From an optimization exercise on the open Yosys and OpenROAD flow, aimed at small area; shortcuts taken in it are not production practice. Only simulation tests tie the RTL to the original design; equivalence was not proved.

[config.mk]
export PLATFORM = sky130hd
export DESIGN_NAME = tx_upconverter
export DESIGN_NICKNAME = tx_upconverter
export VERILOG_FILES = /design/flow/design.v
export SDC_FILE = /design/flow/constraint.sdc
export NUM_CORES = 4
export LEC_CHECK = 0
export CAP_MARGIN = 20
export CORE_MARGIN = 2
export CORE_UTILIZATION = 40
export CTS_BUF_LIST = sky130_fd_sc_hd__clkbuf_4
export SLEW_MARGIN = 20
[constraint.sdc]
create_clock -name core_clock -period 6.0 [get_ports {clk}]
set_input_delay 1.2000 -clock core_clock [delete_from_list [all_inputs] [get_ports {clk}]]
set_output_delay 1.2000 -clock core_clock [all_outputs]
set_load 0.01 [all_outputs]
[design.v]
module CicInterpM5(
    input clock,
    input rst,                   
    output reg req,              
    input signed [19:0] x_real,  
    input signed [19:0] x_imag,
    output reg signed [16:0] p_out,    
    output reg signed [16:0] m_out     
    );
    reg [7:0] counter;
    reg [3:0] ev;            
    always @(posedge clock)
    begin
        if (rst)
        begin
            counter <= 0;
            req <= 0;
            ev <= 0;
        end
        else
        begin
            if (counter == 8'd199)
            begin
                counter <= 0;
                req <= 1'b1;
                if (ev != 4'd9) ev <= ev + 1'd1;
            end
            else
            begin
                counter <= counter + 1'd1;
                req <= 1'b0;
            end
        end
    end
    wire wr_new  = (counter >= 8'd171) && (counter <= 8'd190);    
    wire ser_b0  = (counter == 8'd171);                           
    wire ser_b1  = (counter == 8'd172);
    wire ser_b19 = (counter == 8'd190);                           
    wire ser_ext = (counter >= 8'd191) && (counter <= 8'd194);    
    wire [4:0] bidx = counter[4:0] - 5'd11;                       
    wire [3:0] ld;
    assign ld[0] = (counter == 8'd195);
    assign ld[1] = (counter == 8'd196);
    assign ld[2] = (counter == 8'd197);
    assign ld[3] = (counter == 8'd198);
    wire [4:0] mv = {ev >= 4'd9, ev >= 4'd8, ev >= 4'd7, ev >= 4'd6, ev >= 4'd5};
    wire [15:0] yr, yi;        
    cic_chan ch_r (.clk(clock), .rst(rst), .x(x_real), .wr_new(wr_new), .bidx(bidx),
                   .ser_b0(ser_b0), .ser_b1(ser_b1), .ser_b19(ser_b19), .ser_ext(ser_ext),
                   .ld(ld), .mv(mv), .y(yr));
    cic_chan ch_i (.clk(clock), .rst(rst), .x(x_imag), .wr_new(wr_new), .bidx(bidx),
                   .ser_b0(ser_b0), .ser_b1(ser_b1), .ser_b19(ser_b19), .ser_ext(ser_ext),
                   .ld(ld), .mv(mv), .y(yi));
    wire [16:0] yi17 = {yi[15], yi};
    wire [16:0] yr17 = {yr[15], yr};
    wire [16:0] psum, msum;
    cadd #(.W(17), .B0(8), .B(9)) padd (.a(yi17), .b(yr17), .ci(1'b0), .s(psum));
    cadd #(.W(17), .B0(8), .B(9)) madd (.a(yi17), .b(~yr17), .ci(1'b1), .s(msum));
    always @(posedge clock)
    begin
        p_out <= psum;
        m_out <= msum;
    end
endmodule
module cic_chan(
    input clk,
    input rst,
    input [19:0] x,
    input wr_new,
    input [4:0] bidx,
    input ser_b0, ser_b1, ser_b19, ser_ext,
    input [3:0] ld,
    input [4:0] mv,
    output [15:0] y
    );
    reg [179:0] sr;
    wire lin = wr_new ? x[bidx] : sr[179];
    always @(posedge clk) sr <= {sr[178:0], lin};
    wire [4:0] tap = {sr[179], sr[159], sr[139], sr[119], sr[99]} & mv;
    reg [4:0] sgn;
    always @(posedge clk) if (ser_b19) sgn <= tap;
    wire [4:0] op = ser_ext ? sgn : tap;
    wire a0 = op[0], a1 = op[1], a2 = op[2], a3 = op[3], a4 = op[4];
    reg cp, cu, cv, cw, cr, a2d, ud1, ud2;
    wire cp_i = ser_b0 ? 1'b1 : cp;
    wire cu_i = ser_b0 ? 1'b1 : cu;
    wire cv_i = ser_b0 ? 1'b0 : cv;
    wire cw_i = ser_b0 ? 1'b0 : cw;
    wire cr_i = ser_b0 ? 1'b0 : cr;
    wire p = a2 ^ ~a1 ^ cp_i;
    wire u = p ^ ~a3 ^ cu_i;
    wire v = a0 ^ a4 ^ cv_i;
    wire a2s = ser_b0 ? 1'b0 : a2d;
    wire w = v ^ a2s ^ cw_i;
    wire u4 = (ser_b0 | ser_b1) ? 1'b0 : ud2;
    wire r = w ^ u4 ^ cr_i;
    always @(posedge clk)
    begin
        cp <= (a2 & ~a1) | (cp_i & (a2 ^ ~a1));
        cu <= (p & ~a3) | (cu_i & (p ^ ~a3));
        cv <= (a0 & a4) | (cv_i & (a0 ^ a4));
        cw <= (v & a2s) | (cw_i & (v ^ a2s));
        cr <= (w & u4) | (cr_i & (w ^ u4));
        a2d <= a2;
        ud1 <= u;
        ud2 <= ud1;
    end
    reg [23:0] d;
    always @(posedge clk) d <= {d[22:0], r};
    reg [9:0] y1s0;
    reg [9:0] y1s1;
    reg [3:0] y1s2;
    reg y1g3;    
    always @(posedge clk)
    begin
        if (rst)
        begin
            y1s0 <= 0;
            y1s1 <= 0;
            y1s2 <= 0;
            y1g3 <= 0;
        end
        else
        begin
            if (ld[0]) y1s0 <= {d[14], d[15], d[16], d[17], d[18], d[19], d[20], d[21], d[22], d[23]};
            if (ld[1]) y1s1 <= {d[5], d[6], d[7], d[8], d[9], d[10], d[11], d[12], d[13], d[14]};
            if (ld[2]) y1s2 <= {d[2], d[3], d[4], d[5]};
            if (ld[3]) y1g3 <= d[3];
        end
    end
    reg [9:0] y2s0;
    wire [9:0] n2s0;
    wire o2s0;
    reg [9:0] y2s1;
    wire [9:0] n2s1;
    wire o2s1;
    reg c2s1;
    reg [9:0] y2s2;
    wire [9:0] n2s2;
    wire o2s2;
    reg c2s2;
    reg [0:0] y2s3;
    wire [0:0] n2s3;
    wire o2s3;
    reg c2s3;
    reg [9:0] y3s0;
    wire [9:0] n3s0;
    wire o3s0;
    reg [9:0] y3s1;
    wire [9:0] n3s1;
    wire o3s1;
    reg c3s1;
    reg [9:0] y3s2;
    wire [9:0] n3s2;
    wire o3s2;
    reg c3s2;
    reg [6:0] y3s3;
    wire [6:0] n3s3;
    wire o3s3;
    reg c3s3;
    reg y3sd1;
    reg [9:0] y4s0;
    wire [9:0] n4s0;
    wire o4s0;
    reg [9:0] y4s1;
    wire [9:0] n4s1;
    wire o4s1;
    reg c4s1;
    reg [9:0] y4s2;
    wire [9:0] n4s2;
    wire o4s2;
    reg c4s2;
    reg [9:0] y4s3;
    wire [9:0] n4s3;
    wire o4s3;
    reg c4s3;
    reg [3:0] y4s4;
    wire [3:0] n4s4;
    wire o4s4;
    reg c4s4;
    reg [9:0] y5s0;
    wire [9:0] n5s0;
    wire o5s0;
    reg [9:0] y5s1;
    wire [9:0] n5s1;
    wire o5s1;
    reg c5s1;
    reg [9:0] y5s2;
    wire [9:0] n5s2;
    wire o5s2;
    reg c5s2;
    reg [9:0] y5s3;
    wire [9:0] n5s3;
    wire o5s3;
    reg c5s3;
    reg [10:0] y5s4;
    wire [10:0] n5s4;
    wire o5s4;
    reg c5s4;
    radd #(10) a2s0 (.a(y2s0), .b({y1s0[9], y1s0[8], y1s0[7], y1s0[6], y1s0[5], y1s0[4], y1s0[3], y1s0[2], y1s0[1], y1s0[0]}), .ci(1'b0), .s(n2s0), .co(o2s0));
    radd #(10) a2s1 (.a(y2s1), .b({y1s1[9], y1s1[8], y1s1[7], y1s1[6], y1s1[5], y1s1[4], y1s1[3], y1s1[2], y1s1[1], y1s1[0]}), .ci(c2s1), .s(n2s1), .co(o2s1));
    radd #(10) a2s2 (.a(y2s2), .b({y1s2[3], y1s2[3], y1s2[3], y1s2[3], y1s2[3], y1s2[3], y1s2[3], y1s2[2], y1s2[1], y1s2[0]}), .ci(c2s2), .s(n2s2), .co(o2s2));
    radd #(1) a2s3 (.a(y2s3), .b({y1g3}), .ci(c2s3), .s(n2s3), .co(o2s3));
    radd #(10) a3s0 (.a(y3s0), .b({y2s0[9], y2s0[8], y2s0[7], y2s0[6], y2s0[5], y2s0[4], y2s0[3], y2s0[2], y2s0[1], y2s0[0]}), .ci(1'b0), .s(n3s0), .co(o3s0));
    radd #(10) a3s1 (.a(y3s1), .b({y2s1[9], y2s1[8], y2s1[7], y2s1[6], y2s1[5], y2s1[4], y2s1[3], y2s1[2], y2s1[1], y2s1[0]}), .ci(c3s1), .s(n3s1), .co(o3s1));
    radd #(10) a3s2 (.a(y3s2), .b({y2s2[9], y2s2[8], y2s2[7], y2s2[6], y2s2[5], y2s2[4], y2s2[3], y2s2[2], y2s2[1], y2s2[0]}), .ci(c3s2), .s(n3s2), .co(o3s2));
    radd #(7) a3s3 (.a(y3s3), .b({y2s3[0], y2s3[0], y2s3[0], y2s3[0], y2s3[0], y2s3[0], y2s3[0]}), .ci(c3s3), .s(n3s3), .co(o3s3));
    radd #(10) a4s0 (.a(y4s0), .b({y3s0[9], y3s0[8], y3s0[7], y3s0[6], y3s0[5], y3s0[4], y3s0[3], y3s0[2], y3s0[1], y3s0[0]}), .ci(1'b0), .s(n4s0), .co(o4s0));
    radd #(10) a4s1 (.a(y4s1), .b({y3s1[9], y3s1[8], y3s1[7], y3s1[6], y3s1[5], y3s1[4], y3s1[3], y3s1[2], y3s1[1], y3s1[0]}), .ci(c4s1), .s(n4s1), .co(o4s1));
    radd #(10) a4s2 (.a(y4s2), .b({y3s2[9], y3s2[8], y3s2[7], y3s2[6], y3s2[5], y3s2[4], y3s2[3], y3s2[2], y3s2[1], y3s2[0]}), .ci(c4s2), .s(n4s2), .co(o4s2));
    radd #(10) a4s3 (.a(y4s3), .b({y3s3[6], y3s3[6], y3s3[6], y3s3[6], y3s3[5], y3s3[4], y3s3[3], y3s3[2], y3s3[1], y3s3[0]}), .ci(c4s3), .s(n4s3), .co(o4s3));
    radd #(4) a4s4 (.a(y4s4), .b({y3sd1, y3sd1, y3sd1, y3sd1}), .ci(c4s4), .s(n4s4), .co(o4s4));
    radd #(10) a5s0 (.a(y5s0), .b({y4s0[9], y4s0[8], y4s0[7], y4s0[6], y4s0[5], y4s0[4], y4s0[3], y4s0[2], y4s0[1], y4s0[0]}), .ci(1'b0), .s(n5s0), .co(o5s0));
    radd #(10) a5s1 (.a(y5s1), .b({y4s1[9], y4s1[8], y4s1[7], y4s1[6], y4s1[5], y4s1[4], y4s1[3], y4s1[2], y4s1[1], y4s1[0]}), .ci(c5s1), .s(n5s1), .co(o5s1));
    radd #(10) a5s2 (.a(y5s2), .b({y4s2[9], y4s2[8], y4s2[7], y4s2[6], y4s2[5], y4s2[4], y4s2[3], y4s2[2], y4s2[1], y4s2[0]}), .ci(c5s2), .s(n5s2), .co(o5s2));
    radd #(10) a5s3 (.a(y5s3), .b({y4s3[9], y4s3[8], y4s3[7], y4s3[6], y4s3[5], y4s3[4], y4s3[3], y4s3[2], y4s3[1], y4s3[0]}), .ci(c5s3), .s(n5s3), .co(o5s3));
    radd #(11) a5s4 (.a(y5s4), .b({y4s4[3], y4s4[3], y4s4[3], y4s4[3], y4s4[3], y4s4[3], y4s4[3], y4s4[3], y4s4[2], y4s4[1], y4s4[0]}), .ci(c5s4), .s(n5s4), .co(o5s4));
    always @(posedge clk)
    begin
        if (rst)
        begin
            y2s0 <= 10'd0;
            c2s1 <= 0;
            y2s1 <= 10'd0;
            c2s2 <= 0;
            y2s2 <= 10'd0;
            c2s3 <= 0;
            y2s3 <= 1'd0;
            y3s0 <= 10'd0;
            c3s1 <= 0;
            y3s1 <= 10'd0;
            c3s2 <= 0;
            y3s2 <= 10'd0;
            c3s3 <= 0;
            y3s3 <= 7'd0;
            y3sd1 <= 0;
            y4s0 <= 10'd0;
            c4s1 <= 0;
            y4s1 <= 10'd0;
            c4s2 <= 0;
            y4s2 <= 10'd0;
            c4s3 <= 0;
            y4s3 <= 10'd0;
            c4s4 <= 0;
            y4s4 <= 4'd0;
            y5s0 <= 10'd0;
            c5s1 <= 0;
            y5s1 <= 10'd0;
            c5s2 <= 0;
            y5s2 <= 10'd0;
            c5s3 <= 0;
            y5s3 <= 10'd16;
            c5s4 <= 0;
            y5s4 <= 11'd0;
        end
        else
        begin
            y2s0 <= n2s0;
            c2s1 <= o2s0;
            y2s1 <= n2s1;
            c2s2 <= o2s1;
            y2s2 <= n2s2;
            c2s3 <= o2s2;
            y2s3 <= n2s3;
            y3s0 <= n3s0;
            c3s1 <= o3s0;
            y3s1 <= n3s1;
            c3s2 <= o3s1;
            y3s2 <= n3s2;
            c3s3 <= o3s2;
            y3s3 <= n3s3;
            y3sd1 <= y3s3[6];
            y4s0 <= n4s0;
            c4s1 <= o4s0;
            y4s1 <= n4s1;
            c4s2 <= o4s1;
            y4s2 <= n4s2;
            c4s3 <= o4s2;
            y4s3 <= n4s3;
            c4s4 <= o4s3;
            y4s4 <= n4s4;
            y5s0 <= n5s0;
            c5s1 <= o5s0;
            y5s1 <= n5s1;
            c5s2 <= o5s1;
            y5s2 <= n5s2;
            c5s3 <= o5s2;
            y5s3 <= n5s3;
            c5s4 <= o5s3;
            y5s4 <= n5s4;
        end
    end
    reg ob39d1;
    reg ob38d1;
    reg ob37d1;
    reg ob36d1;
    reg ob35d1;
    always @(posedge clk)
    begin
        ob39d1 <= y5s3[9];
        ob38d1 <= y5s3[8];
        ob37d1 <= y5s3[7];
        ob36d1 <= y5s3[6];
        ob35d1 <= y5s3[5];
    end
    assign y = {y5s4[10], y5s4[9], y5s4[8], y5s4[7], y5s4[6], y5s4[5], y5s4[4], y5s4[3], y5s4[2], y5s4[1], y5s4[0], ob39d1, ob38d1, ob37d1, ob36d1, ob35d1};
endmodule
module cpl_cordic(
  input clock,
  input [31:0] frequency,
  input signed [16:0] in_p,
  input signed [16:0] in_m,
  output reg signed [15:0] out_data_I,
  output reg signed [15:0] out_data_Q
  );
localparam WR = 23;    
localparam WZ = 20;    
localparam STG = 19;   
localparam WT = 32;
wire [WT-1:0] atan_table [1:WT-1];
assign atan_table[01] = 32'b00100101110010000000101000111011;  
assign atan_table[02] = 32'b00010011111101100111000010110111;  
assign atan_table[03] = 32'b00001010001000100010001110101000;  
assign atan_table[04] = 32'b00000101000101100001101010000110;  
assign atan_table[05] = 32'b00000010100010111010111111000011;  
assign atan_table[06] = 32'b00000001010001011110110000111101;  
assign atan_table[07] = 32'b00000000101000101111100010101010;  
assign atan_table[08] = 32'b00000000010100010111110010100111;  
assign atan_table[09] = 32'b00000000001010001011111001011101;  
assign atan_table[10] = 32'b00000000000101000101111100110000;  
assign atan_table[11] = 32'b00000000000010100010111110011000;  
assign atan_table[12] = 32'b00000000000001010001011111001100;  
assign atan_table[13] = 32'b00000000000000101000101111100110;  
assign atan_table[14] = 32'b00000000000000010100010111110011;  
assign atan_table[15] = 32'b00000000000000001010001011111010;  
assign atan_table[16] = 32'b00000000000000000101000101111101;  
assign atan_table[17] = 32'b00000000000000000010100010111110;  
assign atan_table[18] = 32'b00000000000000000001010001011111;  
assign atan_table[19] = 32'b00000000000000000000101000110000;  
assign atan_table[20] = 32'b00000000000000000000010100011000;  
assign atan_table[21] = 32'b00000000000000000000001010001100;  
assign atan_table[22] = 32'b00000000000000000000000101000110;  
assign atan_table[23] = 32'b00000000000000000000000010100011;  
assign atan_table[24] = 32'b00000000000000000000000001010001;  
assign atan_table[25] = 32'b00000000000000000000000000101001;  
assign atan_table[26] = 32'b00000000000000000000000000010100;  
assign atan_table[27] = 32'b00000000000000000000000000001010;  
assign atan_table[28] = 32'b00000000000000000000000000000101;  
assign atan_table[29] = 32'b00000000000000000000000000000011;  
assign atan_table[30] = 32'b00000000000000000000000000000001;  
assign atan_table[31] = 32'b00000000000000000000000000000001;  
reg [31:0] phase;
wire [31:0] phase_sum;
cadd #(.W(32), .B0(7), .B(7)) nco_add (.a(phase), .b(frequency), .ci(1'b0), .s(phase_sum));
always @(posedge clock)
  if (frequency == 32'd0)
    phase <= 32'd0;      
  else
    phase <= phase_sum;
wire [1:0] quadrant = phase[31:30];
wire [17:0] p18 = {in_p[16], in_p};
wire [17:0] m18 = {in_m[16], in_m};
wire [17:0] xv = quadrant[0] ? p18 : m18;
wire [17:0] yv = quadrant[0] ? m18 : p18;
wire xneg = quadrant[1] ^ quadrant[0];
wire yneg = quadrant[1];
wire [17:0] xlow, ylow;      
assign xlow[0] = 1'b0;
assign ylow[0] = 1'b0;
genvar j;
generate
  for (j = 1; j < 18; j = j + 1) begin : neg
    assign xlow[j] = xlow[j-1] | xv[j-1];
    assign ylow[j] = ylow[j-1] | yv[j-1];
  end
endgenerate
reg [WR-1:0] X [0:STG-1];
reg [WR-1:0] Y [0:STG-1];
reg [WZ-1:0] Z [0:STG-1];
always @(posedge clock)
  begin
  X[0] <= {xv ^ ({18{xneg}} & xlow), 5'b0};
  Y[0] <= {yv ^ ({18{yneg}} & ylow), 5'b0};
  Z[0] <= {~phase[29], ~phase[29], phase[28:11]};
  end
genvar n;
generate
  for (n = 0; n <= STG-2; n = n + 1)
    begin : stages
    wire [WR-1:0] X_shr = {{(n+1){X[n][WR-1]}}, X[n][WR-1:n+1]};
    wire [WR-1:0] Y_shr = {{(n+1){Y[n][WR-1]}}, Y[n][WR-1:n+1]};
    wire [WZ-2-n:0] atan = atan_table[n+1][WT-2-n:WT-WZ] + atan_table[n+1][WT-WZ-1];
    wire zs = Z[n][WZ-1-n];
    wire [WR-1:0] xn, yn;
    cadd #(.W(WR), .B0(8), .B(8)) ax (.a(X[n]), .b(Y_shr ^ {WR{~zs}}), .ci(Y[n][n] ^ ~zs), .s(xn));
    cadd #(.W(WR), .B0(8), .B(8)) ay (.a(Y[n]), .b(X_shr ^ {WR{zs}}),  .ci(X[n][n] ^ zs),  .s(yn));
    always @(posedge clock)
      begin
      X[n+1] <= xn;
      Y[n+1] <= yn;
      end
    if (n < STG-2)
      begin : angles
      wire [WZ-2-n:0] zn;
      cadd #(.W(WZ-1-n), .B0(8), .B(8)) az (.a(Z[n][WZ-2-n:0]), .b(atan ^ {(WZ-1-n){~zs}}), .ci(~zs), .s(zn));
      always @(posedge clock)
        Z[n+1][WZ-2-n:0] <= zn;
      end
    end
endgenerate
wire [15:0] xr, yr;
cinc #(16) ix (.a(X[STG-1][WR-1 : WR-16]), .ci(X[STG-1][WR-1-16]), .s(xr));
cinc #(16) iy (.a(Y[STG-1][WR-1 : WR-16]), .ci(Y[STG-1][WR-1-16]), .s(yr));
always @(posedge clock)
  begin
  out_data_I <= xr;
  out_data_Q <= yr;
  end
endmodule
module tx_upconverter(
  input clk,
  input rst,
  input [31:0] frequency,
  input signed [19:0] x_real,
  input signed [19:0] x_imag,
  output req,
  output signed [15:0] out_I,
  output signed [15:0] out_Q
  );
  wire signed [16:0] sum_p, sum_m;    
  CicInterpM5 in2 (
    .clock(clk),
    .rst(rst),
    .req(req),
    .x_real(x_real),
    .x_imag(x_imag),
    .p_out(sum_p),
    .m_out(sum_m)
    );
  cpl_cordic cordic_inst (
    .clock(clk),
    .frequency(frequency),
    .in_p(sum_p),
    .in_m(sum_m),
    .out_data_I(out_I),
    .out_data_Q(out_Q)
    );
endmodule
module cadd #(parameter W = 23, parameter B0 = 12, parameter B = 11) (
  input  [W-1:0] a,
  input  [W-1:0] b,
  input          ci,
  output [W-1:0] s
  );
  wire [W:0] c;       
  wire [W-1:0] s0;    
  wire [W-1:0] ones;  
  wire [W-1:0] bc;    
  assign c[0] = ci;
  genvar i;
  generate
    for (i = 0; i < W; i = i + 1) begin : g
      if (i < B0) begin : lo
        assign s0[i] = a[i] ^ b[i] ^ c[i];
        assign c[i+1] = (a[i] & b[i]) | (c[i] & (a[i] ^ b[i]));
        assign ones[i] = 1'b0;
        assign bc[i] = 1'b0;
        assign s[i] = s0[i];
      end else if (((i - B0) % B) == 0) begin : st
        assign s0[i] = a[i] ^ b[i];
        assign c[i+1] = a[i] & b[i];
        assign ones[i] = 1'b1;
        if (i == B0) begin : f
          assign bc[i] = c[i];
        end else begin : n
          assign bc[i] = c[i] | (bc[i-1] & ones[i-1] & s0[i-1]);
        end
        assign s[i] = s0[i] ^ bc[i];
      end else begin : md
        assign s0[i] = a[i] ^ b[i] ^ c[i];
        assign c[i+1] = (a[i] & b[i]) | (c[i] & (a[i] ^ b[i]));
        assign ones[i] = ones[i-1] & s0[i-1];
        assign bc[i] = bc[i-1];
        assign s[i] = s0[i] ^ (bc[i] & ones[i]);
      end
    end
  endgenerate
endmodule
module radd #(parameter W = 13) (
  input  [W-1:0] a,
  input  [W-1:0] b,
  input          ci,
  output [W-1:0] s,
  output         co
  );
  wire [W:0] c;
  assign c[0] = ci;
  genvar i;
  generate
    for (i = 0; i < W; i = i + 1) begin : g
      assign s[i] = a[i] ^ b[i] ^ c[i];
      assign c[i+1] = (a[i] & b[i]) | (c[i] & (a[i] ^ b[i]));
    end
  endgenerate
  assign co = c[W];
endmodule
module cinc #(parameter W = 16) (
  input  [W-1:0] a,
  input          ci,
  output [W-1:0] s
  );
  wire [W:0] c;
  assign c[0] = ci;
  genvar i;
  generate
    for (i = 0; i < W; i = i + 1) begin : g
      assign s[i] = a[i] ^ c[i];
      assign c[i+1] = a[i] & c[i];
    end
  endgenerate
endmodule
[run.sh]
#!/bin/bash
# synth_recipe.tcl (not shown) runs the flow's synth.tcl, then flattens the netlist and writes it again
# the make line also repeats each setting of config.mk as NAME=value (left out here)
make -C /OpenROAD-flow-scripts/flow DESIGN_CONFIG=/design/flow/config.mk WORK_HOME=/design/flow/orfs CLKGATE_MAP_FILE= SYNTH_SCRIPT=/design/flow/synth_recipe.tcl finish
==> impl_table.tex, run 1 <==
\begin{tabular}{lr}
\hline
Metric & Value \\
\hline
\multicolumn{2}{l}{\textbf{Synth}} \\
\quad Leading post-synthesis cells by cell area & dfxtp\_1 44\%, fa\_1 26\%, xnor2\_1 6.3\% \\
\quad Register bit total from synthesis & 2001 \\
\quad Post-synth EDFFs & 10 \\
\quad Post-synth top area share & 43.73\% \\
\quad Syn. warnings & 9 \\
\quad Synthesized Nets & 8966 \\
\quad Synthesized instance count & 7372 \\
\quad Post-Syn Area & 91150 sq um \\
\quad Cell accounting for the most synthesized area & dfxtp\_1 \\
\quad Top cell types by occurrence after synthesis & 1991 x dfxtp\_1, 1202 x fa\_1, 1174 x inv\_1 \\
\quad Part of the Yosys area used for sequential elements & 44.06\% \\
\quad Share of flip-flops with an asynchronous set or reset after synthesis & 0\% \\
\quad Most numerous cell in the Yosys netlist & dfxtp\_1 \\
\quad Mean Syn Cell Area & 12.36 sq um \\
\quad Synth unique cells & 66 \\
\quad Top flip-flop cell by instance count after synthesis & dfxtp\_1 \\
\multicolumn{2}{l}{\textbf{Clock tree}} \\
\quad Number of sinks handled by clock tree synthesis & 2001 \\
\quad Inserted Clock Buffers & 536 \\
\quad Worst-skew pair later-pin latency & 1.28 ns \\
\quad Clk pin slew, worst setup/hold paths & 0.06 ns \\
\quad Clock buffer depth & 4 \\
\quad CTS tree & done \\
\quad H-Tree Depth & 6 \\
\quad Root Driver & clkbuf\_4 \\
\multicolumn{2}{l}{\textbf{Finish}} \\
\quad NumNets Final & 9566 \\
\quad Final Instance Count excl. Fillers & 11320 \\
\quad Area growth, synth to finish & 12.91\% \\
\quad Share of the core filled with cells in the final layout & 45.33\% \\
\quad Fraction of layout instances using a drive strength above 1 & 12.84\% \\
\multicolumn{2}{l}{\textbf{STA}} \\
\quad Final period utilization & 95.43\% \\
\quad Number of failing setup endpoints in the final timing report & 0 \\
\quad Rel. slew slack & 42.21\% \\
\quad Peak clock frequency supported by timing & 0.1747 GHz \\
\quad Shortest period the worst path allows & 5.726 ns \\
\quad Final Hold Fails & 0 \\
\quad Setup Skew & 0.08059 ns \\
\quad Least-Margin Pin Slew & 0.8669 ns \\
\quad Final Slew Violations & 0 \\
\multicolumn{2}{l}{\textbf{Routing}} \\
\quad Count of vias placed by the detailed router & 47450 \\
\quad Detailed Route WL & 140.7 mm \\
\quad Number of vias per cell after detailed routing & 4.191 \\
\quad Number of iterations in the first detailed-routing pass & 5 \\
\quad Average wire length per cell after detail routing & 12.43 um \\
\quad Drt drc & 0 \\
\quad Starting DRC count in detailed routing & 1226 \\
\quad Antenna-violating nets left & 0 \\
\multicolumn{2}{l}{\textbf{Run}} \\
\quad Max-capacitance violation count & 0 \\
\multicolumn{2}{l}{\textbf{Worst setup path}} \\
\quad Capture instance of the worst register-to-register path & cordic\_inst.X[12][22] \\
\quad Start of the worst register-to-register path & cordic\_inst.Z[11][8] \\
\quad Arrival time worst endpoint & 6.90 ns \\
\quad Type of destination of the critical path & flop \\
\quad Crit path cell chain & xor2\_1 -> fa\_1 -> fa\_1 -> fa\_1 -> fa\_1 -> fa\_1 -> fa\_1 -> fa\_1 -> inv\_1 -> fa\_2 -> and3\_4 -> and3\_1 -> nand3\_1 -> nor2\_1 -> ha\_1 -> or2\_2 -> and3b\_1 -> and3\_1 -> nand3\_1 -> xnor2\_1 \\
\quad Highest-delay cell along the critical path & fa\_1 \\
\quad Reg-to-reg slack, setup & 0.27 ns \\
\quad Most frequent cell on the critical path & fa\_1 \\
\quad Required arrival time at the worst endpoint & 7.17 ns \\
\quad Type of the worst setup path & flop to flop \\
\quad Startpoint type of the worst setup path & flop \\
\quad Largest delay share family, worst path & adder cells \\
\quad Max stage delay on crit path & 0.45 ns \\
\quad Worst-path fanout max & 10 \\
\quad Worst reg2reg path depth & 20 \\
\quad Buffers plus inverters on the worst setup path & 1 \\
\multicolumn{2}{l}{\textbf{Worst hold path}} \\
\quad Hold Path Origin & in2.ch\_r.sr[74] \\
\quad Hold Path Stages & 0 \\
\quad Terminating pin of the worst hold path & in2.ch\_r.sr[75] \\
\quad Tightest Hold Check Type & flop to flop \\
\multicolumn{2}{l}{\textbf{Global routing}} \\
\quad Initial antenna violation count & 3 \\
\quad Global-route total usage across every layer & 12.75\% \\
\quad Wire length of the first global-routing pass & 245.6 mm \\
\quad Vias in the first global route & 52930 \\
\quad Remaining Overflow, GRT & 0 \\
\quad Pin count of the biggest net entering global routing & 167 \\
\multicolumn{2}{l}{\textbf{Floorplanning}} \\
\quad Cell row count & 175 \\
\quad Die height & 481.4 um \\
\quad Width of the chip & 481.4 um \\
\quad Std-Cell Core Area & 227100 sq um \\
\quad I/O pin total & 107 \\
\quad Floorplan die area & 231700 sq um \\
\quad Initial standard-cell utilization of the core & 40.14\% \\
\multicolumn{2}{l}{\textbf{Place}} \\
\quad Final estimated routing congestion in global placement & 0.8127 \\
\quad Buffers on Ports & 106 \\
\quad Cell total after placement & 10440 \\
\quad Post-detailed-placement half-perimeter wirelength & 107.5 mm \\
\multicolumn{2}{l}{\textbf{Outcome}} \\
\quad Run status & finished clean \\
\hline
\end{tabular}
## layout by cell type, fill, tap and decap left out, drive strengths merged, types with 17 or more instances in the layout
cell / count
mux2i: 32
clkdlybuf4s50: 105
fa: 1202
nor2b: 286
xor2: 502
clkbuf: 746
clkinv: 97
or2: 50
nor3: 27
nand2: 215
inv: 1186
and3b: 38
xnor2: 660
a21oi: 72
buf: 105
nor4: 17
dfxtp: 1991
ha: 318
nand4: 49
and3: 61
nor2: 248
nand3: 130
## through the flow
step	instance area (sq um)	hold WS, ns	setup WS, ns	TNS (ns)
6_report	102900	0.2983	0.2743	0
5_1_grt	102900	0.2590	-0.01913	-0.01913
2_1_floorplan	91290	0.3096	0.001144	0
4_1_cts	102800	0.1916	0.03029	0
3_5_place_dp	96410	0.3121	-0.8155	-4.172
3_3_place_gp	96410	0.3097	-0.7966	-3.732
## timing repair
action,CTS,global route
buffers inserted,0,2
hold buffers,0,0
endpoints found under the setup margin,0,55
resized for setup,0,47
## cell type report
| type | instances | area, sq um |
|---|---|---|
| clock inverters | 119 | 740.7 |
| fillers | 20860 | 124100 |
| inverters | 1174 | 4407 |
| clock buffers | 746 | 5600 |
| repair buffers | 210 | 1892 |
| flip-flops and latches | 2001 | 40200 |
| multi-input cells | 4049 | 46290 |
| diodes | 12 | 30.03 |
| well taps | 3009 | 3765 |
## cells by family after synthesis
kind of cell,Yosys count,share of synthesized area (%)
AOI/OAI and AO/OA,139,0.9746
xor gates and xnor gates,1162,11.17
adders and majority gates,1520,30.77
buffers and inverters,1322,5.505
DFF,2001,44.06
muxes,56,0.7715
and+or+nand+nor,1172,6.761
## sequential cells by signal, summed over array words and instances (netlist names), 11 cells and up
name,flops
in2.m_out,16
cordic_inst.out_data_I,16
cordic_inst.phase,32
in2.p_out,17
in2.ch_r.d,24
cordic_inst.X,419
in2.ch_r.y5s4,11
in2.ch_i.sr,180
in2.ch_i.d,24
in2.ch_i.y5s4,11
cordic_inst.Y,418
cordic_inst.out_data_Q,16
in2.ch_r.sr,180
cordic_inst.Z,204
## worst max path at each step
stage / cells after the start / end / slack (ns) / from
finish: 20 / cordic_inst.X[12][22] / 0.27 / cordic_inst.Z[11][8]
floorplan: 22 / cordic_inst.X[4][22] / 0.001 / cordic_inst.Z[3][16]
CTS: 20 / cordic_inst.Y[15][22] / 0.03 / cordic_inst.Z[14][5]
detailed placement: 24 / cordic_inst.phase[30] / -0.82 / frequency[7]
global placement: 25 / cordic_inst.phase[30] / -0.80 / frequency[7]
global route: 21 / cordic_inst.X[14][22] / -0.02 / cordic_inst.Z[13][6]
## per-layer routing
metal | GRT usage [%] | vias up | wire length [um]
met5 | 0 | - | 11
met4 | 6.256 | 2 | 5146
met3 | 2.933 | 351 | 5074
met1 | 15.37 | 22850 | 60670
li1 | - | 23590 | -
met2 | 21.43 | 653 | 69760
==> run 2: changes to the inputs <==
--- a/config.mk
+++ b/config.mk
@@ -8,5 +8,4 @@
 export CAP_MARGIN = 20
 export CORE_MARGIN = 2
 export CORE_UTILIZATION = 40
-export CTS_BUF_LIST = sky130_fd_sc_hd__clkbuf_4
 export SLEW_MARGIN = 20
==> run 2 against run 1 <==
Compared with the run above: still clean; sequential share of layout area down 0.25 points; clock skew decreased by 0.049 ns; area after synthesis is the same; design area up 0.64%; count of clock-buffer cells in the layout decreased by 473; critical path type is now input port to flop; critical endpoint is now cordic_inst.phase[30]; highest routed layer is now met4.
==> impl_table.tex, run 2 <==
\begin{tabular}{lr}
\hline
Metric & Value \\
\hline
\multicolumn{2}{l}{\textbf{STA}} \\
\quad Peak clock frequency supported by timing & 0.1726 GHz (-1.2\%) \\
\quad Final period utilization & 96.58\% (+1.1 points) \\
\quad Shortest period the worst path allows & 5.795 ns (+0.06884 ns) \\
\quad Setup Skew & 0.03193 ns (-0.04866 ns) \\
\quad Least-Margin Pin Slew & 0.8742 ns (+0.007327 ns) \\
\quad Rel. slew slack & 41.72\% (-0.49 points) \\
\quad Final Hold Fails & 0 (unchanged) \\
\quad Final Slew Violations & 0 (unchanged) \\
\quad Number of failing setup endpoints in the final timing report & 0 (unchanged) \\
\multicolumn{2}{l}{\textbf{Synth}} \\
\quad Post-synthesis share of cell area spent on xor and xnor gates & 11.17\% (unchanged) \\
\quad Top flip-flop cell by instance count after synthesis & dfxtp\_1 \\
\quad Register bit total from synthesis & 2001 (unchanged) \\
\quad Cell accounting for the most synthesized area & dfxtp\_1 \\
\quad Synthesized Nets & 8966 (unchanged) \\
\quad Post-synthesis share of cell area spent on full adders, half adders and majority gates & 30.77\% (unchanged) \\
\quad Synth unique cells & 66 (unchanged) \\
\quad Top cell types by occurrence after synthesis & 1991 x dfxtp\_1, 1202 x fa\_1, 1174 x inv\_1 \\
\quad Proportion of synthesized area in mux cells & 0.7715\% (unchanged) \\
\quad Share of flip-flops with an asynchronous set or reset after synthesis & 0\% (unchanged) \\
\quad Compound-Gate Fraction of Synth Area & 0.9746\% (unchanged) \\
\quad Mean Syn Cell Area & 12.36 sq um (unchanged) \\
\quad Most numerous cell in the Yosys netlist & dfxtp\_1 \\
\quad Post-synth EDFFs & 10 (unchanged) \\
\quad Part of the Yosys area used for sequential elements & 44.06\% (unchanged) \\
\quad Leading post-synthesis cells by cell area & dfxtp\_1 44\%, fa\_1 26\%, xnor2\_1 6.3\% \\
\quad Fraction of the mapped netlist area in simple logic gates & 6.761\% (unchanged) \\
\quad Syn. warnings & 9 (unchanged) \\
\quad Post-Syn Area & 91150 sq um (unchanged) \\
\quad Post-synth top area share & 43.73\% (unchanged) \\
\quad Synthesized instance count & 7372 (unchanged) \\
\quad Combinational family with the most area after synthesis & adder cells \\
\multicolumn{2}{l}{\textbf{Routing}} \\
\quad Drt drc & 0 (unchanged) \\
\quad Number of vias per cell after detailed routing & 4.197 (+0.14\%) \\
\quad Routed length on met1 & 60.94 mm (+0.44\%) \\
\quad Number of iterations in the first detailed-routing pass & 5 (unchanged) \\
\quad Count of vias placed by the detailed router & 45400 (-4.3\%) \\
\quad Average wire length per cell after detail routing & 12.71 um (+2.3\%) \\
\quad Antenna-violating nets left & 0 (unchanged) \\
\quad Metal2 WL & 68.19 mm (-2.3\%) \\
\quad Starting DRC count in detailed routing & 1384 (+13\%) \\
\quad Length of routed met3 wiring & 3.945 mm (-22\%) \\
\quad Top routing layer in use & met4 \\
\quad Detailed Route WL & 137.5 mm (-2.3\%) \\
\multicolumn{2}{l}{\textbf{Clock tree}} \\
\quad Root Driver & clkbuf\_16 \\
\quad Clk pin slew, worst setup/hold paths & 0.06 ns (about the same) \\
\quad CTS tree & done \\
\quad Clock buffer depth & 3 (-1) \\
\quad Number of sinks handled by clock tree synthesis & 2001 (unchanged) \\
\quad Inserted Clock Buffers & 199 (-63\%) \\
\quad H-Tree Depth & 4 (-2) \\
\quad Worst-skew pair later-pin latency & 0.82 ns (-0.46 ns) \\
\multicolumn{2}{l}{\textbf{Floorplanning}} \\
\quad Floorplan die area & 231700 sq um (unchanged) \\
\quad Die height & 481.4 um (unchanged) \\
\quad Width of the chip & 481.4 um (unchanged) \\
\quad Cell row count & 175 (unchanged) \\
\quad I/O pin total & 107 (unchanged) \\
\quad Initial standard-cell utilization of the core & 40.14\% (unchanged) \\
\quad Std-Cell Core Area & 227100 sq um (unchanged) \\
\multicolumn{2}{l}{\textbf{Worst setup path}} \\
\quad Reg-to-reg slack, setup & 0.29 ns (+0.02 ns) \\
\quad Required arrival time at the worst endpoint & 6.73 ns (-0.44 ns) \\
\quad Arrival time worst endpoint & 6.52 ns (-0.38 ns) \\
\quad Type of destination of the critical path & flop \\
\quad Worst-path fanout max & 3 (-7) \\
\quad Max stage delay on crit path & 0.49 ns (+0.04 ns) \\
\quad Startpoint type of the worst setup path & input port \\
\quad Highest-delay cell along the critical path & clkdlybuf4s50\_1 \\
\quad Type of the worst setup path & input port to flop \\
\multicolumn{2}{l}{\textbf{Run}} \\
\quad Max-capacitance violation count & 0 (unchanged) \\
\multicolumn{2}{l}{\textbf{Finish}} \\
\quad Most frequent standard cell in the layout excluding fill and tap cells & dfxtp\_1 \\
\quad Area of combinational cells with multiple inputs & 46310 sq um (about the same) \\
\quad Largest registers & cordic\_inst.X x419, cordic\_inst.Y x418, cordic\_inst.Z x204 \\
\quad Seq. cell area & 40200 sq um (about the same) \\
\quad Fill cell instance count of the final layout & 20510 (-1.7\%) \\
\quad Final Instance Count excl. Fillers & 10820 (-4.5\%) \\
\quad Most frequent cells in the layout & 1974 x dfxtp\_1, 1183 x fa\_1, 1173 x inv\_1, 654 x xnor2\_1, 494 x xor2\_1 \\
\quad Fraction of layout instances using a drive strength above 1 & 7.740\% (-5.1 points) \\
\quad Area growth, synth to finish & 13.63\% \\
\quad Top register by number of flip-flops & cordic\_inst.X \\
\quad Number of flip-flops in the largest register & 419 (unchanged) \\
\quad NumNets Final & 9234 (-3.5\%) \\
\quad Share of the core filled with cells in the final layout & 45.62\% (+0.29 points) \\
\multicolumn{2}{l}{\textbf{Global routing}} \\
\quad Vias in the first global route & 49840 (-5.8\%) \\
\quad Wire length of the first global-routing pass & 239.6 mm (-2.5\%) \\
\quad Global-route total usage across every layer & 12.44\% (-0.31 points) \\
\quad Initial antenna violation count & 1 (-2) \\
\quad Remaining Overflow, GRT & 0 (unchanged) \\
\quad Pin count of the biggest net entering global routing & 167 (unchanged) \\
\multicolumn{2}{l}{\textbf{Place}} \\
\quad Post-detailed-placement half-perimeter wirelength & 107.5 mm (unchanged) \\
\quad Cell total after placement & 10440 (unchanged) \\
\quad Buffers on Ports & 106 (unchanged) \\
\quad Final estimated routing congestion in global placement & 0.8127 (unchanged) \\
\multicolumn{2}{l}{\textbf{Worst hold path}} \\
\quad Tightest Hold Check Type & flop to flop \\
\multicolumn{2}{l}{\textbf{Outcome}} \\
\quad Run status & finished clean \\
\hline
\end{tabular}
[run 2: cell families (layout without fill, tap and decap cells)]
family / Yosys count / count (layout)
compound gates: 139 / 139
buf+inv: 1322 / 1754
other cells: 0 / 3
simple gates: 1172 / 1172
mux: 56 / 56
xor+xnor: 1162 / 1162
fa+ha+maj: 1520 / 1520
flops: 2001 / 2001
[run 2: what timing repair did]
item / 4_1_cts / 5_1_grt
hold buffers: 0 / 0
resized for setup: 0 / 53
setup endpoints to repair: 0 / 55
buffers inserted: 0 / 7
[run 2: layout make-up]
cell class / count / share of cell area, %
diodes: 3 / 0.007248
clock buffers: 273 / 5.437
clock inverters: 92 / 1.278
inverters: 1174 / 4.255
multi-input cells: 4049 / 44.71
flip-flops and latches: 2001 / 38.81
well taps: 3009 / 3.635
repair buffers: 215 / 1.863
[run 2: final timing paths]
path | from | to | cells past startpoint
max | frequency[0] | cordic_inst.phase[30] | 26
min | in2.ch_i.sr[131] | in2.ch_i.sr[132] | 0
max reg2reg | cordic_inst.Z[11][8] | cordic_inst.X[12][22] | 20
min reg2reg | in2.ch_i.sr[131] | in2.ch_i.sr[132] | 0
[run 2: critical path, delay by kind of cell]
kind	cells	cell delay (ns)
AND/OR/NAND/NOR	13	2.39
adder cells (fa/ha/maj)	10	2.23
buffers and inverters	3	0.68
[run 2: per-stage QoR]
step | setup TNS (ns) | hold WS [ns] | cell area (sq um) | setup WS, ns
final | 0 | 0.3167 | 103600 | 0.2055
after global routing | -0.001632 | 0.3187 | 103600 | -0.001632
after CTS | 0 | 0.3140 | 103400 | 0.04980
after detailed placement | -4.172 | 0.3121 | 96410 | -0.8155
after global placement | -3.732 | 0.3097 | 96410 | -0.7966
after floorplan | 0 | 0.3096 | 91290 | 0.001144
[run 2: layer usage]
layer,GRT usage (%),up-vias
li1,-,22630
met1,15.74,22100
met2,21.37,398
met3,2.143,270
met4,4.435,0
met5,0,-
==> run 3: changes to the inputs <==
--- a/config.mk
+++ b/config.mk
@@ -7,5 +7,7 @@
 export LEC_CHECK = 0
 export CAP_MARGIN = 20
 export CORE_MARGIN = 2
-export CORE_UTILIZATION = 40
+export CORE_UTILIZATION = 55
+export CTS_BUF_LIST = sky130_fd_sc_hd__clkbuf_4 sky130_fd_sc_hd__clkbuf_8
+export CTS_CLUSTER_SIZE = 20
 export SLEW_MARGIN = 20
==> run 3 against run 2 <==
Compared with the run above: non-clock buffer count shrank 10; register-to-register slack got worse by 0.02 ns; global-route usage rose by 5.2 points; worst hold slack worse by 0.035 ns; highest routed layer unchanged; wire length grew 2.4%; maximum frequency increased by 1.1%; critical endpoint is now cordic_inst.X[12][22].
==> impl_table.tex, run 3 <==
\begin{tabular}{lr}
\hline
Metric & Value \\
\hline
\multicolumn{2}{l}{\textbf{Outcome}} \\
\quad Run status & finished clean \\
\multicolumn{2}{l}{\textbf{Clock tree}} \\
\quad Inserted Clock Buffers & 344 (+73\%) \\
\quad Number of sinks handled by clock tree synthesis & 2001 (unchanged) \\
\quad H-Tree Depth & 5 (+1) \\
\quad CTS tree & done \\
\quad Clock buffer depth & 4 (+1) \\
\quad Root Driver & clkbuf\_8 \\
\quad Worst-skew pair later-pin latency & 1.03 ns (+0.21 ns) \\
\quad Hold-fix buffer count after cts & 0 (unchanged) \\
\quad Clk pin slew, worst setup/hold paths & 0.06 ns (about the same) \\
\multicolumn{2}{l}{\textbf{STA}} \\
\quad Final Hold Fails & 0 (unchanged) \\
\quad Sum of negative setup slack & 0 ns (unchanged) \\
\quad Number of failing setup endpoints in the final timing report & 0 (unchanged) \\
\quad Least-Margin Pin Slew & 0.9297 ns (+0.05548 ns) \\
\quad Peak clock frequency supported by timing & 0.1744 GHz (+1.1\%) \\
\quad Setup Skew & 0.07837 ns (+0.04644 ns) \\
\quad Final period utilization & 95.55\% (-1.0 points) \\
\quad Shortest period the worst path allows & 5.733 ns (-0.06147 ns) \\
\quad Rel. slew slack & 37.81\% (-3.9 points) \\
\quad Final Slew Violations & 0 (unchanged) \\
\multicolumn{2}{l}{\textbf{Synth}} \\
\quad Synthesized instance count & 7372 (unchanged) \\
\quad Syn. warnings & 9 (unchanged) \\
\quad Post-Syn Area & 91150 sq um (unchanged) \\
\quad Leading post-synthesis cells by cell area & dfxtp\_1 44\%, fa\_1 26\%, xnor2\_1 6.3\% \\
\quad Most numerous cell in the Yosys netlist & dfxtp\_1 \\
\quad Top flip-flop cell by instance count after synthesis & dfxtp\_1 \\
\quad Post-synth top area share & 43.73\% (unchanged) \\
\quad Synthesized Nets & 8966 (unchanged) \\
\quad Top cell types by occurrence after synthesis & 1991 x dfxtp\_1, 1202 x fa\_1, 1174 x inv\_1 \\
\quad Mean Syn Cell Area & 12.36 sq um (unchanged) \\
\quad Register bit total from synthesis & 2001 (unchanged) \\
\quad Part of the Yosys area used for sequential elements & 44.06\% (unchanged) \\
\quad Cell accounting for the most synthesized area & dfxtp\_1 \\
\quad Share of flip-flops with an asynchronous set or reset after synthesis & 0\% (unchanged) \\
\quad Post-synth EDFFs & 10 (unchanged) \\
\quad Synth unique cells & 66 (unchanged) \\
\multicolumn{2}{l}{\textbf{Routing}} \\
\quad Count of vias placed by the detailed router & 46020 (+1.4\%) \\
\quad Starting DRC count in detailed routing & 1473 (+6.4\%) \\
\quad Detailed Route WL & 140.7 mm (+2.4\%) \\
\quad Number of iterations in the first detailed-routing pass & 4 (-1) \\
\quad Average wire length per cell after detail routing & 13.78 um (+8.5\%) \\
\quad Antenna-violating nets left & 0 (unchanged) \\
\quad Number of vias per cell after detailed routing & 4.508 (+7.4\%) \\
\quad Drt drc & 0 (unchanged) \\
\multicolumn{2}{l}{\textbf{Floorplanning}} \\
\quad Cell row count & 149 (-15\%) \\
\quad Die height & 411.1 um (-15\%) \\
\quad Std-Cell Core Area & 164800 sq um (-27\%) \\
\quad I/O pin total & 107 (unchanged) \\
\quad Width of the chip & 411.1 um (-15\%) \\
\quad Initial standard-cell utilization of the core & 55.31\% (+15 points) \\
\quad Floorplan die area & 169000 sq um (-27\%) \\
\multicolumn{2}{l}{\textbf{Worst hold path}} \\
\quad Hold Path Stages & 0 (unchanged) \\
\quad Tightest Hold Check Type & flop to flop \\
\quad Hold Path Origin & in2.ch\_r.sr[29] \\
\quad Terminating pin of the worst hold path & in2.ch\_r.sr[30] \\
\multicolumn{2}{l}{\textbf{Worst setup path}} \\
\quad Capture instance of the worst register-to-register path & cordic\_inst.X[12][22] \\
\quad Reg-to-reg slack, setup & 0.27 ns (-0.02 ns) \\
\quad Worst setup startpoint & cordic\_inst.Z[11][8] \\
\quad Start of the worst register-to-register path & cordic\_inst.Z[11][8] \\
\quad Required arrival time at the worst endpoint & 6.92 ns (+0.19 ns) \\
\quad Type of the worst setup path & flop to flop \\
\quad Arrival time worst endpoint & 6.65 ns (+0.13 ns) \\
\quad Worst reg2reg path depth & 20 (unchanged) \\
\quad Worst-path fanout max & 9 (+6) \\
\quad Type of destination of the critical path & flop \\
\quad Startpoint type of the worst setup path & flop \\
\multicolumn{2}{l}{\textbf{Global routing}} \\
\quad Vias in the first global route & 50770 (+1.9\%) \\
\quad Initial antenna violation count & 1 (unchanged) \\
\quad Pin count of the biggest net entering global routing & 119 (-29\%) \\
\quad Global-route total usage across every layer & 17.68\% (+5.2 points) \\
\quad Remaining Overflow, GRT & 0 (unchanged) \\
\quad Wire length of the first global-routing pass & 244.6 mm (+2.1\%) \\
\multicolumn{2}{l}{\textbf{Finish}} \\
\quad Area growth, synth to finish & 12.76\% \\
\quad NumNets Final & 9369 (+1.5\%) \\
\quad Top register by number of flip-flops & cordic\_inst.X \\
\quad Fraction of layout instances using a drive strength above 1 & 10.68\% (+2.9 points) \\
\quad Largest registers & cordic\_inst.X x419, cordic\_inst.Y x418, cordic\_inst.Z x204 \\
\quad Most frequent cells in the layout & 1974 x dfxtp\_1, 1188 x fa\_1, 1173 x inv\_1, 654 x xnor2\_1, 494 x xor2\_1 \\
\quad Final cell area excluding filler cells & 102800 sq um (-0.77\%) \\
\quad Number of flip-flops in the largest register & 419 (unchanged) \\
\quad Most frequent standard cell in the layout excluding fill and tap cells & dfxtp\_1 \\
\multicolumn{2}{l}{\textbf{Place}} \\
\quad Final estimated routing congestion in global placement & 0.8283 (+1.9\%) \\
\quad Instance area at placement & 95350 sq um (-1.1\%) \\
\quad Buffers on Ports & 106 (unchanged) \\
\quad Post-detailed-placement half-perimeter wirelength & 108.4 mm (+0.84\%) \\
\multicolumn{2}{l}{\textbf{Run}} \\
\quad Max-capacitance violation count & 0 (unchanged) \\
\hline
\end{tabular}
==> run 3: worst max-delay path: stages (launching register included) <==
cell	delay, ns
dfxtp_4	0.41
xor2_1	0.20
fa_1	0.46
fa_1	0.43
fa_1	0.43
fa_1	0.46
fa_1	0.43
fa_1	0.44
fa_1	0.39
inv_1	0.10
fa_2	0.27
and3_4	0.21
and3_4	0.20
nand3_1	0.11
nor2_1	0.12
ha_1	0.15
or2_2	0.12
and3b_1	0.22
and3_2	0.24
nand3_1	0.11
xnor2_1	0.14
==> run 3: timing repair <==
action / 4_1_cts / 5_1_grt
setup buffers: 0 / 0
resized for setup: 0 / 45
endpoints found under the setup margin: 0 / 52
==> run 3: cells by family (layout without fill, tap and decap cells) <==
kind of cell / count (synthesis) / after routing / share of synthesized area, %
flip-flops: 2001 / 2001 / 44.06
adder cells (fa/ha/maj): 1520 / 1520 / 30.77
buffers and inverters: 1322 / 1968 / 5.505
AND/OR/NAND/NOR: 1172 / 1172 / 6.761
XOR/XNOR: 1162 / 1162 / 11.17
AO/OA/AOI/OAI: 139 / 139 / 0.9746
multiplexers: 56 / 56 / 0.7715
other: 0 / 2 / 0
==> run 3: cell type report <==
| cell class | count | area (sq um) |
|---|---|---|
| timing repair buffer | 205 | 1834 |
| fill | 13290 | 62030 |
| sequential | 2001 | 40200 |
| inverter | 1174 | 4407 |
| clock buffer | 526 | 6708 |
| tap | 2189 | 2739 |
| antenna | 2 | 5.005 |
| clock inverter | 63 | 595.6 |
| multi-input combinational | 4049 | 46280 |
==> run 3: layer usage <==
| metal | share of wire (%) | vias to the layer above | track usage (%) | wire length [um] |
|---|---|---|---|---|
| li1 | - | 22960 | - | - |
| met1 | 45 | 22290 | 22.98 | 62910 |
| met4 | 2.6 | 0 | 6.019 | 3661 |
| met3 | 3.4 | 284 | 3.532 | 4822 |
| met5 | 0 | - | 0 | 0 |
| met2 | 49 | 488 | 29.60 | 69330 |
==> run 3: worst max-delay path by stage <==
| stage | slack (ns) | end | cells past startpoint |
|---|---|---|---|
| floorplan | 0.001 | cordic_inst.X[4][22] | 22 |
| global route | -0.004 | cordic_inst.X[12][22] | 20 |
| detailed placement | -0.68 | cordic_inst.phase[31] | 25 |
| global placement | -0.66 | cordic_inst.phase[31] | 25 |
| CTS | 0.02 | cordic_inst.Y[13][22] | 20 |
| finish | 0.27 | cordic_inst.X[12][22] | 20 |
==> run 3: stage by stage <==
stage	utilization (%)	cells	setup slack, ns	hold slack [ns]
3_5_place_dp	57.86	9618	-0.6775	0.3121
3_3_place_gp	57.86	9618	-0.6580	0.3104
6_report	62.36	10210	0.2670	0.2822
4_1_cts	62.29	10210	0.01764	0.2806
2_1_floorplan	-	7372	0.001144	0.3096
5_1_grt	62.36	10210	-0.004292	0.2707
==> run 4: changes to the inputs <==
--- a/design.v
+++ b/design.v
@@ -32,17 +32,17 @@
             end
         end
     end
-    wire wr_new  = (counter >= 8'd171) && (counter <= 8'd190);    
-    wire ser_b0  = (counter == 8'd171);                           
-    wire ser_b1  = (counter == 8'd172);
-    wire ser_b19 = (counter == 8'd190);                           
-    wire ser_ext = (counter >= 8'd191) && (counter <= 8'd194);    
-    wire [4:0] bidx = counter[4:0] - 5'd11;                       
+    wire wr_new  = (counter >= 8'd172) && (counter <= 8'd191);    
+    wire ser_b0  = (counter == 8'd172);                           
+    wire ser_b1  = (counter == 8'd173);
+    wire ser_b19 = (counter == 8'd191);                           
+    wire ser_ext = (counter >= 8'd192) && (counter <= 8'd195);    
+    wire [4:0] bidx = counter[4:0] - 5'd12;                       
     wire [3:0] ld;
-    assign ld[0] = (counter == 8'd195);
-    assign ld[1] = (counter == 8'd196);
-    assign ld[2] = (counter == 8'd197);
-    assign ld[3] = (counter == 8'd198);
+    assign ld[0] = (counter == 8'd196);
+    assign ld[1] = (counter == 8'd197);
+    assign ld[2] = (counter == 8'd198);
+    assign ld[3] = (counter == 8'd199);
     wire [4:0] mv = {ev >= 4'd9, ev >= 4'd8, ev >= 4'd7, ev >= 4'd6, ev >= 4'd5};
     wire [15:0] yr, yi;        
     cic_chan ch_r (.clk(clock), .rst(rst), .x(x_real), .wr_new(wr_new), .bidx(bidx),
@@ -357,7 +357,10 @@
     phase <= 32'd0;      
   else
     phase <= phase_sum;
-wire [1:0] quadrant = phase[31:30];
+reg [20:0] pd;
+always @(posedge clock)
+  pd <= phase[31:11];
+wire [1:0] quadrant = pd[20:19];
 wire [17:0] p18 = {in_p[16], in_p};
 wire [17:0] m18 = {in_m[16], in_m};
 wire [17:0] xv = quadrant[0] ? p18 : m18;
@@ -381,19 +384,25 @@
   begin
   X[0] <= {xv ^ ({18{xneg}} & xlow), 5'b0};
   Y[0] <= {yv ^ ({18{yneg}} & ylow), 5'b0};
-  Z[0] <= {~phase[29], ~phase[29], phase[28:11]};
+  Z[0] <= {~pd[18], ~pd[18], pd[17:0]};
   end
 genvar n;
 generate
-  for (n = 0; n <= STG-2; n = n + 1)
+  for (n = 0; n <= STG-3; n = n + 1)
     begin : stages
     wire [WR-1:0] X_shr = {{(n+1){X[n][WR-1]}}, X[n][WR-1:n+1]};
     wire [WR-1:0] Y_shr = {{(n+1){Y[n][WR-1]}}, Y[n][WR-1:n+1]};
     wire [WZ-2-n:0] atan = atan_table[n+1][WT-2-n:WT-WZ] + atan_table[n+1][WT-WZ-1];
     wire zs = Z[n][WZ-1-n];
+    localparam LZ = (n == 0) ? 4 : (n == 1) ? 2 : 0;
     wire [WR-1:0] xn, yn;
-    cadd #(.W(WR), .B0(8), .B(8)) ax (.a(X[n]), .b(Y_shr ^ {WR{~zs}}), .ci(Y[n][n] ^ ~zs), .s(xn));
-    cadd #(.W(WR), .B0(8), .B(8)) ay (.a(Y[n]), .b(X_shr ^ {WR{zs}}),  .ci(X[n][n] ^ zs),  .s(yn));
+    cadd #(.W(WR-LZ), .B0(7), .B(8)) ax (.a(X[n][WR-1:LZ]), .b(Y_shr[WR-1:LZ] ^ {(WR-LZ){~zs}}), .ci(Y[n][n] ^ ~zs), .s(xn[WR-1:LZ]));
+    cadd #(.W(WR-LZ), .B0(7), .B(8)) ay (.a(Y[n][WR-1:LZ]), .b(X_shr[WR-1:LZ] ^ {(WR-LZ){zs}}),  .ci(X[n][n] ^ zs),  .s(yn[WR-1:LZ]));
+    if (LZ > 0)
+      begin : lz
+      assign xn[LZ-1:0] = {LZ{1'b0}};
+      assign yn[LZ-1:0] = {LZ{1'b0}};
+      end
     always @(posedge clock)
       begin
       X[n+1] <= xn;
@@ -402,15 +411,24 @@
     if (n < STG-2)
       begin : angles
       wire [WZ-2-n:0] zn;
-      cadd #(.W(WZ-1-n), .B0(8), .B(8)) az (.a(Z[n][WZ-2-n:0]), .b(atan ^ {(WZ-1-n){~zs}}), .ci(~zs), .s(zn));
+      cadd #(.W(WZ-1-n), .B0(7), .B(8)) az (.a(Z[n][WZ-2-n:0]), .b(atan ^ {(WZ-1-n){~zs}}), .ci(~zs), .s(zn));
       always @(posedge clock)
         Z[n+1][WZ-2-n:0] <= zn;
       end
     end
 endgenerate
+wire zs17 = Z[STG-2][WZ-1-(STG-2)];
+wire [4:0] ux = Y[STG-2][WR-1:WR-5] ^ {5{~zs17}};
+wire sux = Y[STG-2][WR-1] ^ ~zs17;
+wire [4:0] uy = X[STG-2][WR-1:WR-5] ^ {5{zs17}};
+wire suy = X[STG-2][WR-1] ^ zs17;
+wire [6:0] lox, loy;
+wire cox, coy;
+radd #(7) lx (.a(X[STG-2][6:0]), .b({~sux, sux, ux}), .ci(Y[STG-2][STG-2] ^ ~zs17), .s(lox), .co(cox));
+radd #(7) ly (.a(Y[STG-2][6:0]), .b({~suy, suy, uy}), .ci(X[STG-2][STG-2] ^ zs17),  .s(loy), .co(coy));
 wire [15:0] xr, yr;
-cinc #(16) ix (.a(X[STG-1][WR-1 : WR-16]), .ci(X[STG-1][WR-1-16]), .s(xr));
-cinc #(16) iy (.a(Y[STG-1][WR-1 : WR-16]), .ci(Y[STG-1][WR-1-16]), .s(yr));
+cinc #(16) ix (.a(X[STG-2][WR-1:7]), .ci(cox), .s(xr));
+cinc #(16) iy (.a(Y[STG-2][WR-1:7]), .ci(coy), .s(yr));
 always @(posedge clock)
   begin
   out_data_I <= xr;
@@ -509,13 +527,13 @@
   input          ci,
   output [W-1:0] s
   );
-  wire [W:0] c;
-  assign c[0] = ci;
+  wire [W:0] p;
+  assign p[0] = 1'b1;
   genvar i;
   generate
     for (i = 0; i < W; i = i + 1) begin : g
-      assign s[i] = a[i] ^ c[i];
-      assign c[i+1] = a[i] & c[i];
+      assign s[i] = a[i] ^ (ci & p[i]);
+      assign p[i+1] = p[i] & a[i];
     end
   endgenerate
 endmodule
--- a/config.mk
+++ b/config.mk
@@ -7,7 +7,7 @@
 export LEC_CHECK = 0
 export CAP_MARGIN = 20
 export CORE_MARGIN = 2
-export CORE_UTILIZATION = 55
-export CTS_BUF_LIST = sky130_fd_sc_hd__clkbuf_4 sky130_fd_sc_hd__clkbuf_8
-export CTS_CLUSTER_SIZE = 20
+export CORE_UTILIZATION = 40
+export CTS_CLUSTER_DIAMETER = 80
+export CTS_CLUSTER_SIZE = 25
 export SLEW_MARGIN = 20
==> run 4 against run 3 <==
Compared with the run above: still clean on timing, DRC and antenna; global-route usage down 5.6 points; sequential share of layout area up 1.3 points; utilization is 18 points lower; count of clock-buffer cells in the layout decreased by 412; sequential cell count fell by 13; clock skew shrank 0.023 ns; critical path type is now input port to flop.
==> impl_table.tex, run 4 <==
\begin{tabular}{lr}
\hline
Metric & Value \\
\hline
\multicolumn{2}{l}{\textbf{Worst setup path}} \\
\quad Type of destination of the critical path & flop \\
\quad Reg-to-reg slack, setup & 0.36 ns (+0.09 ns) \\
\quad Max stage delay on crit path & 0.43 ns (-0.03 ns) \\
\quad Worst-path fanout max & 2 (-7) \\
\quad Highest-delay cell along the critical path & clkdlybuf4s50\_1 \\
\quad Largest delay share family, worst path & adder cells \\
\multicolumn{2}{l}{\textbf{Clock tree}} \\
\quad Worst-skew pair later-pin latency & 0.76 ns (-0.27 ns) \\
\quad Clock buffer depth & 3 (-1) \\
\quad H-Tree Depth & 3 (-2) \\
\quad Root Driver & clkbuf\_16 \\
\multicolumn{2}{l}{\textbf{Outcome}} \\
\quad Run status & finished clean \\
\multicolumn{2}{l}{\textbf{Global routing}} \\
\quad Met1 usage & 15.39\% (-7.6 points) \\
\quad Initial antenna violation count & 1 (unchanged) \\
\quad Wire length of the first global-routing pass & 233.2 mm (-4.7\%) \\
\quad Met3 Resource Use GR & 1.724\% (-1.8 points) \\
\multicolumn{2}{l}{\textbf{Floorplanning}} \\
\quad Floorplan die area & 229200 sq um (+36\%) \\
\quad Die height & 478.8 um (+16\%) \\
\quad I/O pin total & 107 (unchanged) \\
\quad Initial standard-cell utilization of the core & 40.17\% (-15 points) \\
\quad Width of the chip & 478.8 um (+16\%) \\
\multicolumn{2}{l}{\textbf{Synth}} \\
\quad Post-synthesis share of cell area spent on full adders, half adders and majority gates & 30.08\% (-0.68 points) \\
\quad Share of flip-flops with an asynchronous set or reset after synthesis & 0\% (unchanged) \\
\quad Synth unique cells & 62 (-6.1\%) \\
\quad Post-synth top area share & 43.92\% (+0.19 points) \\
\quad Post-Syn Area & 90160 sq um (-1.1\%) \\
\quad Leading post-synthesis cells by cell area & dfxtp\_1 44\%, fa\_1 26\%, xnor2\_1 6.3\% \\
\quad Fraction of the mapped netlist area in simple logic gates & 7.179\% (+0.42 points) \\
\quad Post-synth EDFFs & 10 (unchanged) \\
\quad Syn. warnings & 9 (unchanged) \\
\quad Most numerous cell in the Yosys netlist & dfxtp\_1 \\
\quad Synthesized Nets & 8880 (-0.96\%) \\
\multicolumn{2}{l}{\textbf{STA}} \\
\quad Setup Skew & 0.05568 ns (-0.02269 ns) \\
\quad Final Hold Fails & 0 (unchanged) \\
\quad Least-Margin Pin Slew & 1.072 ns (+0.1420 ns) \\
\quad Shortest period the worst path allows & 5.783 ns (+0.04954 ns) \\
\quad Final period utilization & 96.38\% (+0.83 points) \\
\multicolumn{2}{l}{\textbf{Finish}} \\
\quad Fraction of layout instances using a drive strength above 1 & 4.909\% (-5.8 points) \\
\quad Fill cell instance count of the final layout & 20600 (+55\%) \\
\quad Final cell area excluding filler cells & 98820 sq um (-3.8\%) \\
\quad Largest registers & cordic\_inst.Y x402, cordic\_inst.X x401, cordic\_inst.Z x204 \\
\multicolumn{2}{l}{\textbf{Place}} \\
\quad Final estimated routing congestion in global placement & 0.7830 (-5.5\%) \\
\quad Buffers on Ports & 106 (unchanged) \\
\quad Post-detailed-placement half-perimeter wirelength & 105.5 mm (-2.7\%) \\
\multicolumn{2}{l}{\textbf{Worst hold path}} \\
\quad Tightest Hold Check Type & flop to flop \\
\multicolumn{2}{l}{\textbf{Routing}} \\
\quad Count of vias placed by the detailed router & 44420 (-3.5\%) \\
\quad Detailed Route WL & 132.3 mm (-6.0\%) \\
\hline
\end{tabular}
==> run 4: timing repair <==
item,in CTS,in global routing
setup endpoints to repair,0,11
buffers inserted,0,2
resized for setup,0,7
==> run 4: worst paths after layout <==
check,startpoint,end,depth (start not counted)
setup / recovery,frequency[0],cordic_inst.phase[28],28
hold / removal,in2.ch_r.sr[35],in2.ch_r.sr[36],0
setup reg to reg,cordic_inst.Z[14][5],cordic_inst.X[15][22],20
hold reg to reg,in2.ch_r.sr[35],in2.ch_r.sr[36],0
==> run 4: cells by family after synthesis <==
group           count (synthesis)
flops                        1988
buf+inv                      1240
xor+xnor                     1190
mux                            43
fa+ha+maj                    1465
compound gates                163
simple gates                 1254
==> run 4: layer usage <==
layer  vias up  part of all wire [%]
li1      22280                     -
met1     21680                    45
met2       294                    51
met3       173                   2.2
met4         0                   2.4
met5         -                     0
==> run 4: stage by stage <==
step,setup TNS (ns),std cells,hold WS [ns]
floorplan,-0.02332,7343,0.3096
global placement,-5.040,10380,0.3101
detailed placement,-4.269,10380,0.3121
CTS,0,10550,0.3130
global route,-0.02148,10550,0.3243
finish,0,10550,0.3200
==> run 4: final cells by class <==
type / count / share of cell area (%)
clock inverter: 56 / 0.7533
clock buffer: 114 / 2.746
multi-input combinational: 4115 / 46.34
sequential: 1988 / 40.40
tap: 2992 / 3.788
antenna: 1 / 0.002532
inverter: 1093 / 4.151
timing repair buffer: 192 / 1.821
==> run 4: worst register-to-register path: stages (launching register included) <==
cell and delay (ns):
dfxtp_1 0.33, buf_12 0.16, xor2_1 0.21, fa_1 0.45, fa_1 0.43, fa_1 0.43
fa_1 0.44, fa_1 0.44, fa_1 0.41, inv_1 0.09, fa_1 0.25, nand4_1 0.18
nor2_1 0.26, and2_1 0.20, and3_1 0.18, ha_1 0.15, or2_2 0.13, and3b_1 0.23
and3_1 0.29, nand4_1 0.15, xnor2_1 0.15

## port drivers added, routing unchanged
The results above use ideal ports. As a check the final layouts listed here were re-extracted and re-timed, cells and wires unchanged. Step 1 sets driving cells, clkbuf_16 on the clock port and buf_2 on the other inputs (assumed; they add their load-dependent delay and slew). Step 2 times the ports against the registers' clock, not the clock port: input delays grow and output delays shrink by t, the midpoint of the rising clock arrivals with the driver on. a / b / c = no drivers / after step 1 / after step 2; a / b = the first two.
| run | t, ns | setup slack, ns | worst register clock-pin slew, ns | worst data-port slew with drivers (ns) |
|---|---|---|---|---|
| run 1 | 1.339 | 0.274 / 0.274 / -0.819 | 0.07 / 0.07 | 0.05 |
| run 2 | 0.892 | 0.205 / 0.267 / -0.625 | 0.06 / 0.06 | 0.05 |
| run 3 | 1.073 | 0.267 / 0.267 / -0.747 | 0.07 / 0.07 | 0.06 |
| run 4 | 0.829 | 0.217 / 0.284 / -0.544 | 0.10 / 0.10 | 0.05 |
With both steps, setup timing fails in every run listed, where it was met with ideal ports. For run 1, which loses most, drivers alone change the setup slack by 0.000 ns; drivers and shift together by -1.093 ns.
